Source: an optimization exercise on an open RTL-to-GDS flow (aim: small area and a short achievable clock period). Production flows keep margins and buffers that such runs may drop.
At most, simulation tests tie the RTL to the original design; equivalence was not proved.

== north ==
// sigma_delta_dac_3rdorder
module sigma_delta_dac_3rdorder(
  input clk,
  input reset_n,
  input [15:0] d,
  output reg q
);
reg  [21:0] ao;
reg  [23:0] lr;
reg  [22:0] fr;
reg         nf23;
wire        s = ~nf23;
wire [23:0] l = lr ^ 24'd0;
wire [22:0] f = fr ^ 23'h7fe000;
wire [21:0] a_in = { {5{nf23}}, d[15], ~d[15], d[14:0] };
wire [21:0] a_sum_p = ao ^ a_in;
wire [21:0] a_sum_g0 = ao & a_in;
wire a_sum_G1 = a_sum_g0[1] | (a_sum_p[1] & a_sum_g0[0]);
wire a_sum_G2 = a_sum_g0[3] | (a_sum_p[3] & a_sum_g0[2]);
wire a_sum_P2 = a_sum_p[3] & a_sum_p[2];
wire a_sum_G3 = a_sum_g0[5] | (a_sum_p[5] & a_sum_g0[4]);
wire a_sum_P3 = a_sum_p[5] & a_sum_p[4];
wire a_sum_G4 = a_sum_g0[7] | (a_sum_p[7] & a_sum_g0[6]);
wire a_sum_P4 = a_sum_p[7] & a_sum_p[6];
wire a_sum_G5 = a_sum_g0[9] | (a_sum_p[9] & a_sum_g0[8]);
wire a_sum_P5 = a_sum_p[9] & a_sum_p[8];
wire a_sum_G6 = a_sum_g0[11] | (a_sum_p[11] & a_sum_g0[10]);
wire a_sum_P6 = a_sum_p[11] & a_sum_p[10];
wire a_sum_G7 = a_sum_g0[13] | (a_sum_p[13] & a_sum_g0[12]);
wire a_sum_P7 = a_sum_p[13] & a_sum_p[12];
wire a_sum_G8 = a_sum_g0[15] | (a_sum_p[15] & a_sum_g0[14]);
wire a_sum_P8 = a_sum_p[15] & a_sum_p[14];
wire a_sum_G9 = a_sum_g0[17] | (a_sum_p[17] & a_sum_g0[16]);
wire a_sum_P9 = a_sum_p[17] & a_sum_p[16];
wire a_sum_G10 = a_sum_g0[19] | (a_sum_p[19] & a_sum_g0[18]);
wire a_sum_P10 = a_sum_p[19] & a_sum_p[18];
wire a_sum_G11 = a_sum_g0[21] | (a_sum_p[21] & a_sum_g0[20]);
wire a_sum_P11 = a_sum_p[21] & a_sum_p[20];
wire a_sum_G12 = a_sum_g0[2] | (a_sum_p[2] & a_sum_G1);
wire a_sum_G13 = a_sum_G2 | (a_sum_P2 & a_sum_G1);
wire a_sum_G14 = a_sum_g0[6] | (a_sum_p[6] & a_sum_G3);
wire a_sum_P14 = a_sum_p[6] & a_sum_P3;
wire a_sum_G15 = a_sum_G4 | (a_sum_P4 & a_sum_G3);
wire a_sum_P15 = a_sum_P4 & a_sum_P3;
wire a_sum_G16 = a_sum_g0[10] | (a_sum_p[10] & a_sum_G5);
wire a_sum_P16 = a_sum_p[10] & a_sum_P5;
wire a_sum_G17 = a_sum_G6 | (a_sum_P6 & a_sum_G5);
wire a_sum_P17 = a_sum_P6 & a_sum_P5;
wire a_sum_G18 = a_sum_g0[14] | (a_sum_p[14] & a_sum_G7);
wire a_sum_P18 = a_sum_p[14] & a_sum_P7;
wire a_sum_G19 = a_sum_G8 | (a_sum_P8 & a_sum_G7);
wire a_sum_P19 = a_sum_P8 & a_sum_P7;
wire a_sum_G20 = a_sum_g0[18] | (a_sum_p[18] & a_sum_G9);
wire a_sum_P20 = a_sum_p[18] & a_sum_P9;
wire a_sum_G21 = a_sum_G10 | (a_sum_P10 & a_sum_G9);
  ...
Size in the first run: about 500 cells after synthesis, ~71 flip-flops, roughly 19 I/O pins, roughly 5600 um^2 of cells after synthesis.
==> flow/config.mk <==
export PLATFORM = sky130hd
export DESIGN_NAME = sigma_delta_dac_3rdorder
export DESIGN_NICKNAME = sigma_delta_dac_3rdorder
export VERILOG_FILES = /design/flow/design.v
export SDC_FILE = /design/flow/constraint.sdc
export NUM_CORES = 4
export LEC_CHECK = 0
export CAP_MARGIN = 20
export CORE_MARGIN = 2
export CORE_UTILIZATION = 60
export SETUP_SLACK_MARGIN = 3.6
export SLEW_MARGIN = 20
export TNS_END_PERCENT = 0
==> flow/constraint.sdc <==
create_clock -name core_clock -period 7.0 [get_ports {clk}]
set_input_delay 1.4000 -clock core_clock [delete_from_list [all_inputs] [get_ports {clk}]]
set_output_delay 1.4000 -clock core_clock [all_outputs]
set_load 0.01 [all_outputs]
standard.sh (not shown) runs the stock make flow with config.mk's settings and CLKGATE_MAP_FILE= SYNTH_SCRIPT=/design/flow/synth_recipe.tcl, a recipe that flattens the netlist after the stock synthesis.
==> flow/flow/run.sh <==
#!/bin/bash
# The standard layout (standard.sh) with changes to how it is made:
#  - clock tree synthesis with its own options (below), without dummy loads;
#  - port buffers of the smallest buffer cell (every port still gets one);
#  - extra make settings: 
# Each tool's full output is in the ORFS logs under orfs/logs; make's own
# output is in standard.log.
bash standard.sh \
  "CTS_ARGS=-sink_clustering_enable -repair_clock_nets -buf_list sky130_fd_sc_hd__clkbuf_8 -dont_use_dummy_load" \
  "BUFFER_PORTS_ARGS=-buffer_cell sky130_fd_sc_hd__buf_1" \
   \
  finish > standard.log 2>&1
Here is what was changed in the inputs of south compared with north.
--- a/flow/design.v
+++ b/flow/design.v
@@ -2,21 +2,22 @@
   input clk,
   input reset_n,
   input [15:0] d,
   output reg q
 );
 reg  [21:0] ao;
 reg  [23:0] lr;
 reg  [22:0] fr;
-reg         nf23;
+reg         nf23;   
+reg         na;     
 wire        s = ~nf23;
 wire [23:0] l = lr ^ 24'd0;
 wire [22:0] f = fr ^ 23'h7fe000;
-wire [21:0] a_in = { {5{nf23}}, d[15], ~d[15], d[14:0] };
+wire [21:0] a_in = { {5{na}}, d[15], ~d[15], d[14:0] };
 wire [21:0] a_sum_p = ao ^ a_in;
 wire [21:0] a_sum_g0 = ao & a_in;
 wire a_sum_G1 = a_sum_g0[1] | (a_sum_p[1] & a_sum_g0[0]);
 wire a_sum_G2 = a_sum_g0[3] | (a_sum_p[3] & a_sum_g0[2]);
 wire a_sum_P2 = a_sum_p[3] & a_sum_p[2];
 wire a_sum_G3 = a_sum_g0[5] | (a_sum_p[5] & a_sum_g0[4]);
 wire a_sum_P3 = a_sum_p[5] & a_sum_p[4];
 wire a_sum_G4 = a_sum_g0[7] | (a_sum_p[7] & a_sum_g0[6]);
@@ -337,17 +338,19 @@
 assign t[23] = t_p[23] ^ t_G51;
 assign t[24] = t_G52;
 always @(negedge reset_n or posedge clk)
   if (!reset_n) begin
     ao   <= 22'h200000;
     lr   <= 24'd0;
     fr   <= 23'h7fe000;
     nf23 <= 1'b1;
+    na   <= 1'b1;
     q    <= 1'b0;
   end else begin
     ao   <= a_sum[21:0];
     lr   <= l_sum[23:0] ^ 24'd0;
     fr   <= t[22:0] ^ 23'h7fe000;
     nf23 <= ~(t[23] ^ l_sum[23] ^ l_sum[24]);
-    q    <= nf23;
+    na   <= (t[23] ^ l_sum[24]) ~^ l_sum[23];
+    q    <= na;
   end
 endmodule
Notes after the runs:
south completed every stage of the flow, and the final layout passed the timing, design-rule and antenna checks.
Total buffers and inverters traversed by the critical path in south is 3 above north.
In the reports for north and south, the smaller XOR/XNOR share of the synthesized area belongs to south.
In the flow results for north and south, the wire length is smaller on south.
Re portion of the clock cycle consumed by the worst path in the final layout: north was lower than south.
For the via count, south came in about 2% lower than north did.
No functional check of the RTL was part of south.

==> separate check: timing with driven ports <==
The flow's constraints put no driver on any port. The routed layouts listed below were extracted and timed again, unchanged, in two steps.
Step 1, drivers: a clkbuf_16 drives clk and a buf_2 each remaining input, both assumed.
Step 2 also shifts input and output timing later by t, the mid clock arrival at the registers, as if the neighbouring blocks saw the same clock.
a / b / c = no drivers / after step 1 / after step 2; a / b = the first two.
| run | shift t [ns] | setup slack, ns | worst hold slack (ns) | pins driven straight from the clock port |
|---|---|---|---|---|
| north | 0.376 | 3.597 / 3.597 / 3.304 | 0.549 / 0.549 / 0.549 | 1 |
| south | 0.392 | 3.301 / 3.301 / 3.107 | 0.479 / 0.479 / 0.479 | 1 |
After both steps setup and hold are still met in every run listed. For north, which loses most, drivers alone change the setup slack by 0.000 ns; drivers and shift together by -0.293 ns.
